Context: an optimization exercise on an open-source flow, tuned for small area, a short achievable clock period and few clock cycles. The choices shown serve that exercise and are no tape-out recipe. RTL that was checked went through simulation tests only; none was proved equivalent to the original. No activity file was given, so power comes from the tool's default toggle rates.

## v6
==> flow/design.v <==
module FAdd(
    input rst,
    input clk,
    input  [31:0]               a,
    input  [31:0]               b,
    output reg [31:0]           c,
    output reg [2:0]            state
);
    wire a_s = a[31];
    wire b_s = b[31];
    wire [7:0] a_e = a[30:23];
    wire [7:0] b_e = b[30:23];
    wire a_h = |a_e;
    wire b_h = |b_e;
    wire a_max = &a_e;
    wire b_max = &b_e;
    wire a_mz = ~|a[22:0];
    wire b_mz = ~|b[22:0];
    wire a_inf = a_max & a_mz;
    wire b_inf = b_max & b_mz;
    wire any_nan = (a_max & ~a_mz) | (b_max & ~b_mz) | (a_inf & b_inf & (a_s ^ b_s));
    wire any_inf = a_inf | b_inf;
    wire swap, same;
    fa_gt #(31) u_cmp(.a(b[30:0]), .b(a[30:0]), .gt(swap), .eq(same));
    wire [7:0] ea1 = {a_e[7:1], a_e[0] | ~a_h};    
    wire [7:0] eb1 = {b_e[7:1], b_e[0] | ~b_h};
    wire [7:0] d = swap ? eb1 - ea1 : ea1 - eb1;
    wire [7:0] e_big = swap ? eb1 : ea1;
    wire s_big = swap ? b_s : a_s;
    wire [23:0] m_big = swap ? {b_h, b[22:0]} : {a_h, a[22:0]};
    wire [23:0] m_sml = swap ? {a_h, a[22:0]} : {b_h, b[22:0]};
    wire sub = a_s ^ b_s;
    wire big = |d[7:5];
    reg [25:0] t;
    reg        st;
    integer k;
    always @* begin
        t = {m_sml, 2'b00};
        st = 1'b0;
        for (k = 0; k < 5; k = k + 1)
            if (d[k]) begin
                st = st | |(t & ((26'd1 << (1 << k)) - 1));
                t = t >> (1 << k);
            end
    end
    wire [25:0] al = big ? 26'd0 : t;
    wire sticky = big ? |m_sml : st;
    wire [27:0] op_s = {1'b0, al, sticky};
    wire [27:0] sum;
    fa_add #(28) u_add(.x({1'b0, m_big, 3'b000}), .y(op_s ^ {28{sub}}), .ci(sub), .s(sum));
    reg first_n;               
    reg [27:0] r_sum;
    reg [7:0]  r_e;
    reg        r_s;
    reg        r_nan;
    reg        r_inf;
    always @(posedge clk) begin
        first_n <= rst;
        if (!first_n) begin
            r_sum <= sum;
            r_e   <= e_big;
            r_s   <= s_big & ~(sub & same);    
            r_nan <= any_nan;
            r_inf <= any_inf;
        end
    end
    reg [27:0] lim;
    integer i;
    always @* begin
        for (i = 0; i < 28; i = i + 1)
            lim[i] = (r_e == 27 - i);
    end
    wire [27:0] lz_in = r_sum | lim;
    wire [4:0] lz;
    fa_lzc u_lzc(.x({lz_in, 4'b0000}), .n(lz), .zero());
    wire [27:0] n = r_sum << lz;
    wire [7:0] ex = {8{n[27]}} & (r_e + 8'd1 - {3'b0, lz});
    wire rnd = n[3] & (n[2] | n[1] | n[0] | n[4]);
    wire [30:0] pk;
    fa_inc #(31) u_inc(.x({ex, n[26:4]}), .ci(rnd), .s(pk));
    wire ovf = (r_e == 8'd254) & r_sum[27];
    always @* begin
        state = {3{first_n}};
        if (r_nan)
            c = 32'h7f800001;
        else if (r_inf | ovf)
            c = {r_s, 8'hff, 23'd0};
        else
            c = {r_s, pk};
    end
endmodule
module fa_add #(parameter N = 28) (
    input  [N-1:0] x,
    input  [N-1:0] y,
    input          ci,
    output [N-1:0] s
);
    localparam M = N + 1;
    reg [M-1:0] g, p, gn, pn;
    integer l, i;
    always @* begin
        g = {x & y, ci};
        p = {x ^ y, 1'b0};
        for (l = 1; l < M; l = l * 2) begin
            gn = g; pn = p;
            for (i = 0; i < M; i = i + 1)
                if ((i / l) % 2 == 1) begin
                    gn[i] = g[i] | (p[i] & g[(i/l)*l - 1]);
                    pn[i] = p[i] & p[(i/l)*l - 1];
                end
            g = gn; p = pn;
        end
    end
    assign s = x ^ y ^ g[M-2:0];
endmodule
module fa_inc #(parameter N = 31) (
    input  [N-1:0] x,
    input          ci,
    output [N-1:0] s
);
    reg [N-1:0] p, pn;
    integer l, i;
    always @* begin
        p = x;
        for (l = 1; l < N; l = l * 2) begin
            pn = p;
            for (i = 0; i < N; i = i + 1)
                if ((i / l) % 2 == 1) pn[i] = p[i] & p[(i/l)*l - 1];
            p = pn;
        end
    end
    assign s = x ^ ({p[N-2:0], 1'b1} & {N{ci}});
endmodule
module fa_gt #(parameter N = 31) (
    input  [N-1:0] a,
    input  [N-1:0] b,
    output         gt,
    output         eq
);
    reg [N-1:0] g, e, gn, en;
    integer l, i;
    always @* begin
        g = a & ~b;
        e = ~(a ^ b);
        for (l = 1; l < N; l = l * 2) begin
            gn = g; en = e;
            for (i = 0; i < N; i = i + 1)
                if ((i / l) % 2 == 1) begin
                    gn[i] = g[i] | (e[i] & g[(i/l)*l - 1]);
                    en[i] = e[i] & e[(i/l)*l - 1];
                end
            g = gn; e = en;
        end
    end
    assign gt = g[N-1];
    assign eq = e[N-1];
endmodule
module fa_lzc (
    input  [31:0] x,
    output [4:0]  n,
    output        zero
);
    reg [15:0] z0;  reg [15:0] c0;       
    reg [7:0]  z1;  reg [15:0] c1;       
    reg [3:0]  z2;  reg [11:0] c2;       
    reg [1:0]  z3;  reg [7:0]  c3;       
    integer i;
    always @* begin
        for (i = 0; i < 16; i = i + 1) begin
            z0[i] = ~x[2*i+1] & ~x[2*i];
            c0[i] = ~x[2*i+1];
        end
        for (i = 0; i < 8; i = i + 1) begin
            z1[i] = z0[2*i+1] & z0[2*i];
            c1[2*i +: 2] = z0[2*i+1] ? {1'b1, c0[2*i]} : {1'b0, c0[2*i+1]};
        end
        for (i = 0; i < 4; i = i + 1) begin
            z2[i] = z1[2*i+1] & z1[2*i];
            c2[3*i +: 3] = z1[2*i+1] ? {1'b1, c1[2*(2*i) +: 2]} : {1'b0, c1[2*(2*i+1) +: 2]};
        end
        for (i = 0; i < 2; i = i + 1) begin
            z3[i] = z2[2*i+1] & z2[2*i];
            c3[4*i +: 4] = z2[2*i+1] ? {1'b1, c2[3*(2*i) +: 3]} : {1'b0, c2[3*(2*i+1) +: 3]};
        end
    end
    assign n = z3[1] ? {1'b1, c3[3:0]} : {1'b0, c3[7:4]};
    assign zero = z3[1] & z3[0];
endmodule
clock: 10.0 ns
lec_check: 0
abc_area: 1
cap_margin: 20
core_margin: 2
core_utilization: 30
cts_buf_list: sky130_fd_sc_hd__clkbuf_8
setup_slack_margin: 1.5
slew_margin: 20
standard.sh (not shown) runs the stock make flow with config.mk's settings and CLKGATE_MAP_FILE= SYNTH_SCRIPT=/design/flow/synth_recipe.tcl, a recipe that flattens the netlist after the stock synthesis.
==> flow/flow/run.sh <==
#!/bin/bash
# Layout flow: the standard flow (standard.sh) with two changes.
#  1. Synthesis is the standard synthesis script, except that ABC maps
#     the logic with flow/map.abc instead of ORFS's abc_area.script.  All
#     other synthesis steps, and so every register, are unchanged.
#  2. buffer_ports uses sky130_fd_sc_hd__buf_2 for the port buffers (every
#     input and output still gets its own buffer).
set -euo pipefail
W=$(pwd)
cat > "$W/my_synth.tcl" <<EOT
proc abc {args} {
  set i [lsearch -exact \$args -script]
  if {\$i >= 0} { lset args [expr {\$i+1}] $W/flow/map.abc }
  yosys abc {*}\$args
}
source $W/synth_recipe.tcl
EOT
sed "s#SYNTH_SCRIPT=[^ ]*#SYNTH_SCRIPT=$W/my_synth.tcl#" standard.sh > my_standard.sh
grep -q "SYNTH_SCRIPT=$W/my_synth.tcl" my_standard.sh
export BUFFER_PORTS_ARGS="-buffer_cell sky130_fd_sc_hd__buf_2"
bash my_standard.sh > standard.log 2>&1
==> flow/flow/map.abc <==
&get -n
&st
&dch
&nf -R 1000
&put
topo
stime -c
buffer -c
upsize -c
dnsize -c
Testbench counts of v6, summed over its fixed seeds: cycles 24,000.
diff inputs: v6 => v7
-- flow/design.v --
<<< v6, line 20
    wire b_inf = b_max & b_mz;
    wire any_nan = (a_max & ~a_mz) | (b_max & ~b_mz) | (a_inf & b_inf & (a_s ^ b_s));
    wire any_inf = a_inf | b_inf;
    wire swap, same;
    fa_gt #(31) u_cmp(.a(b[30:0]), .b(a[30:0]), .gt(swap), .eq(same));
>>> v7, line 20
    wire b_inf = b_max & b_mz;
    wire any_nan = (a_max & ~a_mz) | (b_max & ~b_mz) | (a_inf & b_inf & (a_s ^ b_s));
    wire swap, same;
    fa_gt #(31) u_cmp(.a(b[30:0]), .b(a[30:0]), .gt(swap), .eq(same));
<<< v6, line 46
    wire [25:0] al = big ? 26'd0 : t;
    wire sticky = big ? |m_sml : st;
    wire [27:0] op_s = {1'b0, al, sticky};
    wire [27:0] sum;
    fa_add #(28) u_add(.x({1'b0, m_big, 3'b000}), .y(op_s ^ {28{sub}}), .ci(sub), .s(sum));
    reg first_n;               
    reg [27:0] r_sum;
>>> v7, line 45
    wire [25:0] al = big ? 26'd0 : t;
    wire sticky = big ? |m_sml : st;
    wire [2:0] lo = {al[1:0], sticky};
    wire [27:0] sum;
    assign sum[2:0] = sub ? {lo[2] ^ (lo[1] | lo[0]), lo[1] ^ lo[0], lo[0]} : lo;
    fa_add_lc #(25) u_add(.x({1'b0, m_big}), .y({1'b0, al[25:2]} ^ {25{sub}}), .ci(sub & ~|lo), .s(sum[27:3]));
    reg first_n;               
    reg [27:0] r_sum;
<<< v6, line 54
    reg        r_s;
    reg        r_nan;
    reg        r_inf;
    always @(posedge clk) begin
        first_n <= rst;
>>> v7, line 54
    reg        r_s;
    reg        r_nan;
    always @(posedge clk) begin
        first_n <= rst;
<<< v6, line 62
            r_s   <= s_big & ~(sub & same);    
            r_nan <= any_nan;
            r_inf <= any_inf;
        end
    end
>>> v7, line 61
            r_s   <= s_big & ~(sub & same);    
            r_nan <= any_nan;
        end
    end
<<< v6, line 74
    wire [4:0] lz;
    fa_lzc u_lzc(.x({lz_in, 4'b0000}), .n(lz), .zero());
    wire [27:0] n = r_sum << lz;
    wire [7:0] ex = {8{n[27]}} & (r_e + 8'd1 - {3'b0, lz});
    wire rnd = n[3] & (n[2] | n[1] | n[0] | n[4]);
>>> v7, line 72
    wire [4:0] lz;
    fa_lzc u_lzc(.x({lz_in, 4'b0000}), .n(lz), .zero());
    reg [27:0] n;
    integer j;
    always @* begin
        n = r_sum;
        for (j = 4; j >= 0; j = j - 1)
            if (lz[j]) n = n << (1 << j);
    end
    wire [7:0] ex = {8{n[27]}} & (r_e + 8'd1 - {3'b0, lz});
    wire rnd = n[3] & (n[2] | n[1] | n[0] | n[4]);
<<< v6, line 84
        if (r_nan)
            c = 32'h7f800001;
        else if (r_inf | ovf)
            c = {r_s, 8'hff, 23'd0};
        else
>>> v7, line 88
        if (r_nan)
            c = 32'h7f800001;
        else if (&r_e | ovf)         
            c = {r_s, 8'hff, 23'd0};
        else
<<< v6, line 113
    end
    assign s = x ^ y ^ g[M-2:0];
endmodule
module fa_inc #(parameter N = 31) (
>>> v7, line 117
    end
    assign s = x ^ y ^ g[M-2:0];
endmodule
module fa_add_lc #(parameter N = 25) (
    input  [N-1:0] x,
    input  [N-1:0] y,
    input          ci,
    output [N-1:0] s
);
    reg [N-1:0] g, p, gn, pn;
    integer l, i;
    always @* begin
        g = x & y;
        p = x ^ y;
        for (l = 1; l < N; l = l * 2) begin
            gn = g; pn = p;
            for (i = 0; i < N; i = i + 1)
                if ((i / l) % 2 == 1) begin
                    gn[i] = g[i] | (p[i] & g[(i/l)*l - 1]);
                    pn[i] = p[i] & p[(i/l)*l - 1];
                end
            g = gn; p = pn;
        end
    end
    wire [N-1:0] c = {g[N-2:0] | (p[N-2:0] & {(N-1){ci}}), ci};
    assign s = x ^ y ^ c;
endmodule
module fa_inc #(parameter N = 31) (
==> comparison <==
- | via count | v7 vs v6 | worse |
- Summary: die area, v7 better than v6
- Measured against each other, v6 and v7 differ in worst hold slack, the lower figure coming from v7.
- v7 against v6: layout overhead on the synthesized area increased by 4.3 points relative to the old numbers; shortest period the worst path allows climbed 220 ps; maximum number of pins on one net before global-route repair picked up an extra 16%; average via count per standard cell now larger.
- In the tables for v6 and v7, global-route usage reads lower with v6.
- Going from v6 to v7, combinational cell fraction of total power shrank by 1.7 points, count of clock-buffer cells in the layout did not really move, post-synthesis xor/xnor area fraction has remained practically unchanged, fraction of final layout cells sized beyond drive strength 1 rose 2.1 points, power now sits lower.
- In the flow results for v6 and v7, the sequential fraction of design power is smaller on v6.
No functional check of the RTL was part of v7.

========
## oak
Starts from the design.v that is shown in full above.
Settings: LEC_CHECK=0, ABC_AREA=1, CAP_MARGIN=20, CORE_MARGIN=2, CORE_UTILIZATION=40, SETUP_SLACK_MARGIN=1.0, SLEW_MARGIN=20; clock period 10.0 ns.
Scripts as last shown in full above: flow/flow/run.sh, flow/flow/map.abc
Testbench counts of oak, summed over its fixed seeds: cycles 24,000.
> inputs changed (oak -> pine)
--- a/flow/design.v
+++ b/flow/design.v
@@ -21,6 +21,6 @@
     wire any_nan = (a_max & ~a_mz) | (b_max & ~b_mz) | (a_inf & b_inf & (a_s ^ b_s));
     wire any_inf = a_inf | b_inf;
-    wire swap, same;
-    fa_gt #(31) u_cmp(.a(b[30:0]), .b(a[30:0]), .gt(swap), .eq(same));
+    wire swap;
+    fa_gt #(31) u_cmp(.a(b[30:0]), .b(a[30:0]), .gt(swap));
     wire [7:0] ea1 = {a_e[7:1], a_e[0] | ~a_h};    
     wire [7:0] eb1 = {b_e[7:1], b_e[0] | ~b_h};
@@ -31,19 +31,17 @@
     wire [23:0] m_sml = swap ? {a_h, a[22:0]} : {b_h, b[22:0]};
     wire sub = a_s ^ b_s;
-    wire big = |d[7:5];
-    reg [25:0] t;
-    reg        st;
+    wire [4:0] sh = d[4:0] | {5{|d[7:5]}};
+    reg [25:0] al;
+    reg        sticky;
     integer k;
     always @* begin
-        t = {m_sml, 2'b00};
-        st = 1'b0;
-        for (k = 0; k < 5; k = k + 1)
-            if (d[k]) begin
-                st = st | |(t & ((26'd1 << (1 << k)) - 1));
-                t = t >> (1 << k);
+        al = {m_sml, 2'b00};
+        sticky = 1'b0;
+        for (k = 4; k >= 0; k = k - 1)
+            if (sh[k]) begin
+                sticky = sticky | |(al & ((26'd1 << (1 << k)) - 1));
+                al = al >> (1 << k);
             end
     end
-    wire [25:0] al = big ? 26'd0 : t;
-    wire sticky = big ? |m_sml : st;
     wire [27:0] op_s = {1'b0, al, sticky};
     wire [27:0] sum;
@@ -53,4 +51,5 @@
     reg [7:0]  r_e;
     reg        r_s;
+    reg        r_sub;
     reg        r_nan;
     reg        r_inf;
@@ -60,5 +59,6 @@
             r_sum <= sum;
             r_e   <= e_big;
-            r_s   <= s_big & ~(sub & same);    
+            r_s   <= s_big;
+            r_sub <= sub;
             r_nan <= any_nan;
             r_inf <= any_inf;
@@ -73,11 +73,13 @@
     wire [27:0] lz_in = r_sum | lim;
     wire [4:0] lz;
-    fa_lzc u_lzc(.x({lz_in, 4'b0000}), .n(lz), .zero());
+    wire zero;                         
+    fa_lzc u_lzc(.x({lz_in, 4'b0000}), .n(lz), .zero(zero));
     wire [27:0] n = r_sum << lz;
-    wire [7:0] ex = {8{n[27]}} & (r_e + 8'd1 - {3'b0, lz});
+    wire [7:0] ex = zero ? 8'd0 : r_e - {3'b0, lz} + {7'd0, n[27]};
     wire rnd = n[3] & (n[2] | n[1] | n[0] | n[4]);
     wire [30:0] pk;
     fa_inc #(31) u_inc(.x({ex, n[26:4]}), .ci(rnd), .s(pk));
     wire ovf = (r_e == 8'd254) & r_sum[27];
+    wire sgn = (~|r_sum & r_sub) ? 1'b0 : r_s;
     always @* begin
         state = {3{first_n}};
@@ -87,5 +89,5 @@
             c = {r_s, 8'hff, 23'd0};
         else
-            c = {r_s, pk};
+            c = {sgn, pk};
     end
 endmodule
@@ -135,6 +137,5 @@
     input  [N-1:0] a,
     input  [N-1:0] b,
-    output         gt,
-    output         eq
+    output         gt
 );
     reg [N-1:0] g, e, gn, en;
@@ -154,5 +155,4 @@
     end
     assign gt = g[N-1];
-    assign eq = e[N-1];
 endmodule
 module fa_lzc (
Results
Per the comparison of pine with oak, maximum clock rate shows a reduction of about 1.3%, routability-driven placement congestion ratio shows a reduction of about 4.4%, number of nets still failing antenna checks after routing shows no meaningful change, storage element area shows an increase of 30 µm². NOTE: sequential cell count in pine exceeds that of oak. Count of clock buffers in the final design is lower on oak. As of pine, total of plain and repair buffers excluding clock buffers had risen by a few percent compared to oak. Wire length for pine: 4.3% down relative to oak.
Only the layout flow was run in pine; the RTL was not checked for function there.

separate check: timing with driven ports:
No port has a modelled driver above. Below, the same layouts with a new extraction and two added sets of constraints. Step 1 assumes that a clkbuf_16 drives the clock port and a buf_2 every other input. Step 2 adds t to the input delays and takes it off the output delays; t is the mean of the earliest and latest rising clock arrival at the registers after step 1. Input paths then give back, and output paths get back, about the clock's delay inside the block. Slacks: no drivers / after step 1 / after step 2; pairs: no drivers / after step 1.
| run | t, ns | setup WS [ns] | hold slack, ns | worst slew at a driven data input, ns |
|---|---|---|---|---|
| v6 | 0.321 | 1.987 / 1.955 / 1.737 | 0.898 / 0.898 / 0.898 | 0.04 |
| v7 | 0.320 | 1.768 / 1.780 / 1.460 | 0.876 / 0.876 / 0.876 | 0.05 |
| oak | 0.313 | 1.636 / 1.600 / 1.331 | 0.877 / 0.877 / 0.877 | 0.04 |
| pine | 0.310 | 1.526 / 1.539 / 1.229 | 0.879 / 0.879 / 0.879 | 0.04 |
After both steps setup and hold are still met in every run listed. The setup slack of v7, which loses most, moves by +0.012 ns with the drivers and by -0.308 ns with both steps.
